Background: an optimization exercise with open tools, aiming at small area and a short achievable clock period. Do not read the settings as production practice.
No run shown here included a check of the RTL's function; only the layout flow was run.
Power and IR drop assume default switching activity.

**flow/constraint.sdc**
```tcl
create_clock -name core_clock -period 5.5 [get_ports {clk}]
set_input_delay 1.1000 -clock core_clock [delete_from_list [all_inputs] [get_ports {clk}]]
set_output_delay 1.1000 -clock core_clock [all_outputs]
set_load 0.01 [all_outputs]
```
**flow/config.mk**
```make
export PLATFORM = sky130hd
export DESIGN_NAME = switch_4port
export DESIGN_NICKNAME = switch_4port
export VERILOG_FILES = /design/flow/design.v
export SDC_FILE = /design/flow/constraint.sdc
export NUM_CORES = 4
export LEC_CHECK = 0
export CAP_MARGIN = 20
export CORE_MARGIN = 2
export CORE_UTILIZATION = 50
export SETUP_SLACK_MARGIN = 3.2
export SLEW_MARGIN = 20
```
**flow/run.sh**
```bash
#!/bin/bash
# synth_recipe.tcl (not shown) runs the flow's synth.tcl, then flattens the netlist and writes it again
# the make line also repeats each setting of config.mk as NAME=value (left out here)
make -C /OpenROAD-flow-scripts/flow DESIGN_CONFIG=/design/flow/config.mk WORK_HOME=/design/flow/orfs CLKGATE_MAP_FILE= SYNTH_SCRIPT=/design/flow/synth_recipe.tcl finish
```
**flow/design.v**
```verilog
package switch_defs;
	localparam PTR_W = $clog2(4);
	localparam PKT_W = 2*4 + 8;
	typedef struct packed {
		logic [4-1:0]  source;
		logic [4-1:0]  target;
		logic [8-1:0] data;
	} packet_t;
endpackage
import switch_defs::*;
module sync_fifo (
	input  wire                          clk,
	input  wire                          we,
	input  wire [3:0]                    wr_ptr,
	input  wire [3:0]                    rd_ptr,
	input  wire [switch_defs::PKT_W-1:0] data_in,
	output wire [switch_defs::PKT_W-1:0] data_out
);
	localparam DEPTH = 15;
	reg [switch_defs::PKT_W-1:0] mem [0:DEPTH-1];
	always_ff @(posedge clk) begin
		if (we)
			mem[wr_ptr] <= data_in;
	end
	assign data_out = mem[rd_ptr];
endmodule
import switch_defs::*;
module rx_port (
	input  wire                          clk,
	input  wire                          rst_n,
	input  wire                          valid_in,
	input  wire [switch_defs::PKT_W-1:0] pkt_in,
	input  wire [4-1:0]         grant_vec,
	output reg  [switch_defs::PKT_W-1:0] hd_pkt,
	output reg  [4-1:0]         req
);
	reg        hv;         
	reg [3:0]  cnt;        
	reg [3:0]  rd_ptr;
	reg [3:0]  wr_ptr;
	reg        full;       
	wire [switch_defs::PKT_W-1:0] ring_out;
	wire [4-1:0] owed   = req & ~grant_vec;
	wire                  ld     = (owed == {4{1'b0}});  
	wire                  push   = valid_in & ~full;
	wire                  r_ne   = (cnt != 4'd0);
	wire                  deq    = ld & r_ne;           
	wire                  to_hd  = ld & ~r_ne;          
	wire                  enq    = push & ~to_hd;       
	wire       c14   = (cnt == 4'd14);
	wire [3:0] cnt_p = cnt + 4'd1;
	wire [3:0] cnt_m = cnt - 4'd1;
	wire [3:0] rd_i  = (rd_ptr == 4'd14) ? 4'd0 : rd_ptr + 4'd1;
	wire [3:0] wr_i  = (wr_ptr == 4'd14) ? 4'd0 : wr_ptr + 4'd1;
	wire       hv_n  = ~ld | r_ne | push;
	reg [3:0] cnt_n;
	always_comb begin
		case ({enq, deq})
			2'b10:   cnt_n = cnt_p;
			2'b01:   cnt_n = cnt_m;
			default: cnt_n = cnt;
		endcase
	end
	sync_fifo ring (
		.clk      (clk),
		.we       (push),   
		.wr_ptr   (wr_ptr),
		.rd_ptr   (rd_ptr),
		.data_in  (pkt_in),
		.data_out (ring_out)
	);
	always_ff @(posedge clk or negedge rst_n) begin
		if (!rst_n) begin
			hv     <= 1'b0;
			cnt    <= 4'd0;
			rd_ptr <= 4'd0;
			wr_ptr <= 4'd0;
			full   <= 1'b0;
			req    <= {4{1'b0}};
		end else begin
			hv     <= hv_n;
			cnt    <= cnt_n;
			full   <= ~ld & (full | (c14 & push));
			if (deq) rd_ptr <= rd_i;
			if (enq) wr_ptr <= wr_i;
			if (!ld)
				req <= owed;
			else if (r_ne)
				req <= ring_out[8 +: 4];
			else
				req <= push ? pkt_in[8 +: 4] : {4{1'b0}};
		end
	end
	always_ff @(posedge clk) begin
		if (ld)
			hd_pkt <= r_ne ? ring_out : pkt_in;
	end
endmodule
import switch_defs::*;
module tx_port #(
	parameter PORT_ID = 0
) (
	input  wire                                     clk,
	input  wire                                     rst_n,
	input  wire [4*switch_defs::PKT_W-1:0] rx_pkts,
	input  wire [4-1:0]                    rx_reqs,
	output reg  [4-1:0]                    grants,
	output reg                                      valid_out,
	output reg  [switch_defs::PKT_W-1:0]            pkt_out
);
	reg [3:0] rr;    
	wire      any = |rx_reqs;
	reg [switch_defs::PKT_W-1:0] pkt_out_n;
	always_comb begin
		logic [3:0] r;
		r = rx_reqs;
		for (int i = 0; i < 4; i++) begin
			grants[i] = r[i] & ( rr[i]
				| (rr[(i+3)%4] & ~r[(i+3)%4])
				| (rr[(i+2)%4] & ~r[(i+2)%4] & ~r[(i+3)%4])
				| (rr[(i+1)%4] & ~r[(i+1)%4] & ~r[(i+2)%4] & ~r[(i+3)%4]));
		end
	end
	always_comb begin
		logic [switch_defs::PKT_W-1:0] p;
		p = '0;
		for (int i = 0; i < 4; i++)
			p = p | ({switch_defs::PKT_W{grants[i]}} & rx_pkts[i*switch_defs::PKT_W +: switch_defs::PKT_W]);
		pkt_out_n = p;
	end
	always_ff @(posedge clk or negedge rst_n) begin
		if (!rst_n) begin
			valid_out <= 1'b0;
			rr        <= 4'b0001;
		end else begin
			valid_out <= any & ~grants[PORT_ID];
			if (any)
				rr <= {grants[2:0], grants[3]};
		end
	end
	always_ff @(posedge clk)
		pkt_out <= pkt_out_n;
endmodule
import switch_defs::*;
module switch_4port(
	input  logic       clk,
	input  logic       rst_n,
	input  logic       port0_valid_in,
	input  logic [3:0] port0_source_in,
	input  logic [3:0] port0_target_in,
	input  logic [7:0] port0_data_in,
	output logic       port0_valid_out,
	output logic [3:0] port0_source_out,
	output logic [3:0] port0_target_out,
	output logic [7:0] port0_data_out,
	input  logic       port1_valid_in,
	input  logic [3:0] port1_source_in,
	input  logic [3:0] port1_target_in,
	input  logic [7:0] port1_data_in,
	output logic       port1_valid_out,
	output logic [3:0] port1_source_out,
	output logic [3:0] port1_target_out,
	output logic [7:0] port1_data_out,
	input  logic       port2_valid_in,
	input  logic [3:0] port2_source_in,
	input  logic [3:0] port2_target_in,
	input  logic [7:0] port2_data_in,
	output logic       port2_valid_out,
	output logic [3:0] port2_source_out,
	output logic [3:0] port2_target_out,
	output logic [7:0] port2_data_out,
	input  logic       port3_valid_in,
	input  logic [3:0] port3_source_in,
	input  logic [3:0] port3_target_in,
	input  logic [7:0] port3_data_in,
	output logic       port3_valid_out,
	output logic [3:0] port3_source_out,
	output logic [3:0] port3_target_out,
	output logic [7:0] port3_data_out
);
	localparam NUM_PORTS = 4;
	localparam W = switch_defs::PKT_W;
	wire [NUM_PORTS*W-1:0] rx_pkt_in;
	wire [NUM_PORTS*W-1:0] tx_pkt_out;
	wire [NUM_PORTS-1:0]   rx_valid_in;
	wire [NUM_PORTS-1:0]   tx_valid_out;
	assign rx_pkt_in[0*W +: W] = {port0_source_in, port0_target_in, port0_data_in};
	assign rx_pkt_in[1*W +: W] = {port1_source_in, port1_target_in, port1_data_in};
	assign rx_pkt_in[2*W +: W] = {port2_source_in, port2_target_in, port2_data_in};
	assign rx_pkt_in[3*W +: W] = {port3_source_in, port3_target_in, port3_data_in};
	assign rx_valid_in = {port3_valid_in, port2_valid_in, port1_valid_in, port0_valid_in};
	assign {port0_source_out, port0_target_out, port0_data_out} = tx_pkt_out[0*W +: W];
	assign {port1_source_out, port1_target_out, port1_data_out} = tx_pkt_out[1*W +: W];
	assign {port2_source_out, port2_target_out, port2_data_out} = tx_pkt_out[2*W +: W];
	assign {port3_source_out, port3_target_out, port3_data_out} = tx_pkt_out[3*W +: W];
	assign {port3_valid_out, port2_valid_out, port1_valid_out, port0_valid_out} = tx_valid_out;
	wire [NUM_PORTS*W-1:0] hd_pkts;
	wire [NUM_PORTS-1:0]   reqs   [NUM_PORTS-1:0];  
	wire [NUM_PORTS-1:0]   grants [NUM_PORTS-1:0];  
	genvar i;
	generate
		for (i = 0; i < NUM_PORTS; i++) begin : PORTS
			logic [NUM_PORTS-1:0] my_grant_vec;
			logic [NUM_PORTS-1:0] my_req_vec;
			always_comb begin
				for (int j = 0; j < NUM_PORTS; j++) begin
					my_grant_vec[j] = grants[j][i];
					my_req_vec[j]   = reqs[j][i];
				end
			end
			rx_port rx_inst (
				.clk(clk), .rst_n(rst_n),
				.valid_in(rx_valid_in[i]),
				.pkt_in(rx_pkt_in[i*W +: W]),
				.grant_vec(my_grant_vec),
				.hd_pkt(hd_pkts[i*W +: W]),
				.req(reqs[i])
			);
			tx_port #(.PORT_ID(i)) tx_inst (
				.clk(clk), .rst_n(rst_n),
				.rx_pkts(hd_pkts),
				.rx_reqs(my_req_vec),
				.grants(grants[i]),
				.valid_out(tx_valid_out[i]),
				.pkt_out(tx_pkt_out[i*W +: W])
			);
		end
	endgenerate
endmodule
```
==> flow_summary.ini, run 1 <==
[synth]
ys_seq_area_share_pct = 73.2
synth_flop_cell = edfxtp_1
synthMuxAreaShare_pct = 12.5
synth.cell_area_sq_um = 46800
synth_xor_area_share_pct = 0.299
yosys.area_share.simple_pct = 5.36
ys_top_cells_by_area = edfxtp_1 66%, mux4_2 8.5%, dfrtp_1 4.5%
synth_edf_count = 1024
synth_compound_area_share_pct = 6.28
synth_cell_types = 72
synth_top_family_by_area = multiplexers
syn_area_per_cell_sq_um = 17.1
synthAdderAreaFrac_pct = 0.492
async_flop_share_pct = 7.48
synth_nets = 2821
yosysTopAreaCellShare_pct = 65.7
synth_area_leader_cell = edfxtp_1
yosysWarnings = 7
synth_seq_cells = 1176
synthCells = 2735

[routing]
vias = 27300
drc = 0
first_pass_iters = 9
wl_per_cell_um = 28.2
drt-total-wl_um = 126000
drt_first_iter_violations = 3719
ant_nets = 0
via_per_inst = 6.10

[worst_setup_path]
crit_type = reg -> reg
rr_worst_depth = 12
crit_end = PORTS[0].rx_inst.cnt[3]$_DFFE_PN0P_
startpoint_type = flip-flop
reg2reg_to = PORTS[0].rx_inst.cnt[3]$_DFFE_PN0P_
r2r_slack_ns = 2.90
cp.required_ns = 6.10
crit_path_start = PORTS[0].rx_inst.cnt[0]$_DFFE_PN0P_
endpoint_kind = flip-flop
worst-endpoint-arrival_ns = 3.20
r2r_start = PORTS[0].rx_inst.cnt[0]$_DFFE_PN0P_
critPathMaxFanout = 4

[global_routing]
grt-ovfl-total = 0
grt_pass1_wl_um = 181000
gr-max-usage-layer = met2
met3_usage_pct = 3.83
met1_usage_pct = 39.4
antenna_found_initial = 3
grt_pass1_vias = 26600
grt_usage_pct = 26.1
grt_max_degree = 42
use_met2_pct = 40.0

[timing]
fin_crit_sh_pct = 47.4
finalHoldViolations = 0
fin_tns_setup_ns = 0
worst_pin_slew_ns = 0.960
min_period_ns = 2.60
grt_setup_unrepaired = yes
max_freq_ghz = 0.384
relSlewSlack_pct = 36.0
clock_skew_ns = 0.0289
final-max-slew-violation-count = 0
final.setup.worst_slack_ns = 2.90
final-setup-viol-count = 0

[power]
vdd_drop_max_uv = 280
power_mw = 21.5
power.leakage_nw = 19.3
powerDensity_nw_per_um2 = 372

[run]
drv_cap = 0

[clock_network]
cts_tree = built
cts.clk_slew.worst_paths_ns = 0.07
root_buffer = clkbuf_16
postCtsHoldBufs = 0
worstSkewPairLatency_ns = 0.71
cts_num_sinks = 1176
cts_max_level = 3
cts_made_buffers = 119
clockBufferDepth = 3

[final_layout]
fill_cells = 6690
final_net_count = 3206
final_area_sq_um = 57800
drive_above_1_share_pct = 33.1
n_antenna_cell = 0
area_growth_pct = 23.6
fin_util_pct = 62.2

[min_path]
hold_path.class = in -> async

[floorplanning]
die_area_sq_um = 96100
rows = 112
die_x_um = 310
start_util_pct = 50.3
core_area_sq_um = 93000
ios = 138
die_h_um = 310

[placement]
place.port_buffers = 137
dp_hpwl_um = 75800
place_area_sq_um = 50100
place.gp.congestion = 0.910
place_ws_ns = 1.62

[status]
status = no timing/DRC/antenna violations
-- what timing repair did --
item                        CTS  global route
setup endpoints to repair  1119           541
resized for setup           516           129
cloned                        6             5
buffers inserted            136            66
pin swaps                    69            55
-- report_power, final --
group	internal (mW)	switching, mW	total [mW]
logic	0.954	1.51	2.47
clock network	4.90	3.36	8.26
registers	10.3	0.458	10.8
total	16.2	5.33	21.5
-- area by class of cell --
cell class                      instances  area, sq um  area share, %
Tap cell                             1254         1570           2.71
Clock inverter                         60          659           1.14
Multi-Input combinational cell       1378        13200           22.8
Sequential cell                      1176        34400           59.4
Inverter                               36          168          0.290
Clock buffer                          165         3390           5.86
Timing Repair inverter                  1         7.51         0.0130
Timing Repair Buffer                  408         4490           7.77
-- per-layer routing --
metal,up-vias,part of all wire (%)
met1,14100,43
met3,203,8.6
met4,0,2.7
met5,-,0
met2,1344,46
li1,11700,-
-- critical path, stage by stage (launching register included) --
cell     delay, ns
dfrtp_2       0.41
or4_4         0.57
buf_12        0.16
nand4_1       0.06
buf_4         0.14
inv_2         0.05
ha_4          0.16
ha_1          0.27
a21o_1        0.20
a21oi_2       0.15
xnor2_1       0.13
nor2_1        0.06
xor2_1        0.13
-- through the flow --
step	hold WS [ns]	cells
after floorplan	0.463	2735
after global placement	0.476	4040
after detailed placement	0.495	4040
after CTS	0.293	4407
after global routing	0.320	4478
final	0.328	4478
-- logic make-up (layout without fill, tap and decap cells) --
family | Yosys count | count (layout)
AO/OA/AOI/OAI | 429 | 429
XOR/XNOR | 16 | 16
adder cells (fa/ha/maj) | 16 | 16
buffers and inverters | 183 | 670
flip-flops | 1176 | 1176
multiplexers | 355 | 355
AND/OR/NAND/NOR | 560 | 562
-- cells in the mapped netlist (17+ instances only) --
master / instances
mux4_2: 177
a21o_1: 17
nand2_1: 232
nor2b_1: 23
mux2_2: 62
dfxtp_1: 64
buf_2: 38
clkbuf_1: 68
inv_1: 35
a222oi_1: 64
o21ai_0: 97
o22ai_1: 22
o31ai_1: 21
mux2i_1: 114
dfrtp_1: 84
o221ai_1: 30
a21oi_1: 94
nor2_1: 168
nand3_1: 21
edfxtp_1: 1024
nor3_1: 46
-- how the worst min path moves through the flow --
stage	from	endpoint
final	rst_n	PORTS[3].rx_inst.full$_DFF_PN0_
after global placement	PORTS[1].tx_inst.rr[3]$_DFFE_PN0N_	PORTS[1].tx_inst.rr[3]$_DFFE_PN0N_
after floorplan	PORTS[1].rx_inst.full$_DFF_PN0_	PORTS[1].rx_inst.full$_DFF_PN0_
after detailed placement	PORTS[0].tx_inst.rr[3]$_DFFE_PN0N_	PORTS[0].tx_inst.rr[3]$_DFFE_PN0N_
after CTS	rst_n	PORTS[3].rx_inst.wr_ptr[1]$_DFFE_PN0P_
after global routing	rst_n	PORTS[3].rx_inst.wr_ptr[1]$_DFFE_PN0P_
-- flip-flops by register name, summed over array words and instances (netlist names) --
name                     count
PORTS.rx_inst.ring.mem     960
PORTS.rx_inst.hd_pkt        64
PORTS.tx_inst.pkt_out       64
PORTS.rx_inst.cnt           16
PORTS.rx_inst.rd_ptr        16
PORTS.rx_inst.req           16
PORTS.rx_inst.wr_ptr        16
PORTS.tx_inst.rr            16
PORTS.rx_inst.full           4
PORTS.tx_inst.valid_out      4
-- layout by cell type (no fill, tap or decap), drive strengths merged, types with 13 or more instances in the layout --
cell type	count
nor2	169
inv	34
o21ai	102
a22oi	16
nor3	46
mux4	177
nand3	22
dfxtp	64
a21o	17
nand2	232
clkbuf	170
nand2b	16
clkinv	42
buf	334
mux2i	114
dfrtp	84
clkdlybuf4s50	64
o22ai	22
nor2b	24
a222oi	64
edfxtp	1024
a21oi	95
o31ai	22
o221ai	30
bufinv	13
mux2	64
==> run 2, diff against run 1 <==
--- a/flow/config.mk
+++ b/flow/config.mk
@@ -5,6 +5,7 @@
 export SDC_FILE = /design/flow/constraint.sdc
 export NUM_CORES = 4
 export LEC_CHECK = 0
+export ABC_CLOCK_PERIOD_IN_PS = 2000
 export CAP_MARGIN = 20
 export CORE_MARGIN = 2
 export CORE_UTILIZATION = 50
==> run 2 against run 1 <==
Effect of this change: worst setup slack unchanged; largest power group unchanged; wire length unchanged; sequential share of layout area unchanged; still clean on timing, DRC and antenna; die area unchanged; critical path depth unchanged; clock skew unchanged.
==> flow_summary.ini, run 2 <==
[timing]
finalHoldViolations = 0
fin_crit_sh_pct = 47.4
fin_tns_setup_ns = 0
final-setup-viol-count = 0
min_period_ns = 2.60
max_freq_ghz = 0.384
clock_skew_ns = 0.0289
grt_setup_unrepaired = yes
final-max-slew-violation-count = 0
relSlewSlack_pct = 36.0
holdWs_ns = 0.328
worst_pin_slew_ns = 0.960

[worst_setup_path]
cp_cell_sequence = or4_4, buf_12, nand4_1, buf_4, inv_2, ha_4, ha_1, a21o_1, a21oi_2, xnor2_1, nor2_1, xor2_1
startpoint_type = flip-flop
cp_top_family = simple AND/OR/NAND/NOR gates
worst-endpoint-arrival_ns = 3.20
crit_type = reg -> reg
path_buf_inv = 3
cpPeakStageDelay_ns = 0.57
slowest_stage = or4_4
critPathMaxFanout = 4
cp.required_ns = 6.10
endpoint_kind = flip-flop

[global_routing]
gr-max-usage-layer = met2
use_met2_pct = 40.0
grt-ovfl-total = 0
met1_usage_pct = 39.4
met3_usage_pct = 3.83
grt_usage_pct = 26.1
grt_pass1_vias = 26600
antenna_found_initial = 3
grt_max_degree = 42
grt_pass1_wl_um = 181000

[synth]
synth_area_leader_cell = edfxtp_1
ys_top_cells_by_area = edfxtp_1 66%, mux4_2 8.5%, dfrtp_1 4.5%
synth_top_family_by_area = multiplexers
yosysTopAreaCellShare_pct = 65.7
yosysWarnings = 7
synth_xor_area_share_pct = 0.299
ys_seq_area_share_pct = 73.2
async_flop_share_pct = 7.48
synth.cell_area_sq_um = 46800
syn_area_per_cell_sq_um = 17.1
synth_common_cells = 1024 x edfxtp_1, 232 x nand2_1, 177 x mux4_2, 168 x nor2_1, 114 x mux2i_1
synthCells = 2735
synthMuxAreaShare_pct = 12.5
synth_edf_count = 1024
synth_seq_cells = 1176
synth_most_common_cell = edfxtp_1
synth_compound_area_share_pct = 6.28
synth_cell_types = 72
synthAdderAreaFrac_pct = 0.492
yosys.area_share.simple_pct = 5.36
synth_nets = 2821
synth_flop_cell = edfxtp_1

[final_layout]
final_net_count = 3206
largest_register = PORTS.rx_inst.ring.mem
largest_reg_flops = 960
fin_util_pct = 62.2
final_area_sq_um = 57800
drive_above_1_share_pct = 33.1
layout_commonest_cell = edfxtp_1
n_antenna_cell = 0
most-common-layout-cells = 1024 x edfxtp_1, 227 x nand2_1, 177 x mux4_2, 162 x buf_4, 132 x nor2_1
area_growth_pct = 23.6
fin_cells = 4478
top_regs = PORTS.rx_inst.ring.mem: 960 flops, PORTS.rx_inst.hd_pkt: 64 flops, PORTS.tx_inst.pkt_out: 64 flops

[power]
pwr-share-clk_pct = 38.4
share_seq_of_total_power_pct = 50.2
powerDensity_nw_per_um2 = 372
p_comb_share_pct = 11.5
p_int_mw = 16.2
power.leakage_nw = 19.3
vdd_drop_max_uv = 280
p_sw_mw = 5.33
power_switching_share_pct = 24.8

[clock_network]
clockBufferDepth = 3
cts_made_buffers = 119
cts_max_level = 3
worstSkewPairLatency_ns = 0.71
cts_tree = built
postCtsHoldBufs = 0
cts.clk_slew.worst_paths_ns = 0.07
root_buffer = clkbuf_16
cts_num_sinks = 1176

[placement]
place_area_sq_um = 50100
place.port_buffers = 137
placedCellCount = 4040
dp_hpwl_um = 75800
place.gp.congestion = 0.910

[floorplanning]
die_h_um = 310
core_area_sq_um = 93000
start_util_pct = 50.3
die_x_um = 310
ios = 138
rows = 112
die_area_sq_um = 96100

[status]
status = no timing/DRC/antenna violations

[run]
drv_cap = 0

[routing]
via_per_inst = 6.10
drt-total-wl_um = 126000
first_pass_iters = 9
wl_per_cell_um = 28.2
ant_nets = 0
drt_first_iter_violations = 3719
drc = 0
vias = 27300

[min_path]
hold_path.class = in -> async
run 2: logic make-up after synthesis:
group                      after synthesis
muxes                                  355
xor gates and xnor gates                16
buffers and inverters                  183
DFF                                   1176
adders and majority gates               16
AOI/OAI and AO/OA                      429
and+or+nand+nor                        560
run 2: worst paths after layout:
kind,start,depth (start not counted),slack (ns),to
worst max register to register,PORTS[0].rx_inst.cnt[0]$_DFFE_PN0P_,12,2.90,PORTS[0].rx_inst.cnt[3]$_DFFE_PN0P_
worst min register to register,PORTS[2].tx_inst.rr[3]$_DFFE_PN0N_,1,0.53,PORTS[2].tx_inst.rr[3]$_DFFE_PN0N_
max in group asynchronous,rst_n,2,4.19,PORTS[2].rx_inst.rd_ptr[0]$_DFFE_PN0P_
min in group core_clock,PORTS[2].tx_inst.rr[3]$_DFFE_PN0N_,1,0.53,PORTS[2].tx_inst.rr[3]$_DFFE_PN0N_
worst min-delay path,rst_n,1,0.33,PORTS[3].rx_inst.full$_DFF_PN0_
worst max-delay path,PORTS[0].rx_inst.cnt[0]$_DFFE_PN0P_,12,2.90,PORTS[0].rx_inst.cnt[3]$_DFFE_PN0P_
run 2: area by class of cell:
| class | instances | area, sq um |
|---|---|---|
| clock buffers | 165 | 3390 |
| clock inverters | 60 | 659 |
| fillers | 6690 | 35200 |
| inverters | 36 | 168 |
| multi-input cells | 1378 | 13200 |
| flip-flops and latches | 1176 | 34400 |
| well taps | 1254 | 1570 |
| repair buffers | 408 | 4490 |
| repair inverters | 1 | 7.51 |
run 2: stage by stage:
step	setup slack, ns	total power, mW
2_1_floorplan	2.80	12.1
3_3_place_gp	1.67	12.9
3_5_place_dp	1.62	12.9
4_1_cts	2.91	21.5
5_1_grt	2.83	22.2
6_report	2.90	21.5
run 2: layer usage:
metal	share of wire (%)	routed length, um
met3	8.6	10800
met5	0	0
met2	46	58200
met4	2.7	3430
met1	43	53900
run 2: power by group through the flow:
stage / Combinational [mW] / Clock (mW) / Sequential [mW]
2_1_floorplan: 1.42 / 0 / 10.7
3_3_place_gp: 1.91 / 0 / 10.9
3_5_place_dp: 1.96 / 0 / 11.0
4_1_cts: 2.32 / 8.40 / 10.8
5_1_grt: 2.63 / 8.74 / 10.9
6_report: 2.47 / 8.26 / 10.8
run 2: timing repair:
item                                    4_1_cts  5_1_grt
buffers inserted                            136       66
gates cloned                                  6        5
gates resized for setup                     516      129
pin swaps                                    69       55
endpoints found under the setup margin     1119      541

==> afterwards: timing with drivers on the ports <==
In the flow no input, the clock included, has a driving cell. The finished layouts below were timed again as built, in two steps.
Step 1 assumes that a clkbuf_16 drives the clock port and a buf_2 every other input.
Step 2, shift: input delay + t, output delay - t, t = (earliest + latest rising clock arrival at the registers) / 2. This alone moves slack from input paths to output paths.
Slacks: ideal ports / drivers / drivers and shift; pairs: ideal ports / drivers.
run | t, ns | slack for setup (ns) | hold WS [ns] | worst setup path at the end | worst slew at a driven data input, ns
run 1 | 0.764 | 2.895 / 2.895 / 2.381 | 0.328 / 0.326 / 0.528 | input to register | 0.06
run 2 | 0.764 | 2.895 / 2.895 / 2.381 | 0.328 / 0.326 / 0.528 | input to register | 0.06
After both steps setup and hold are still met in every run listed.
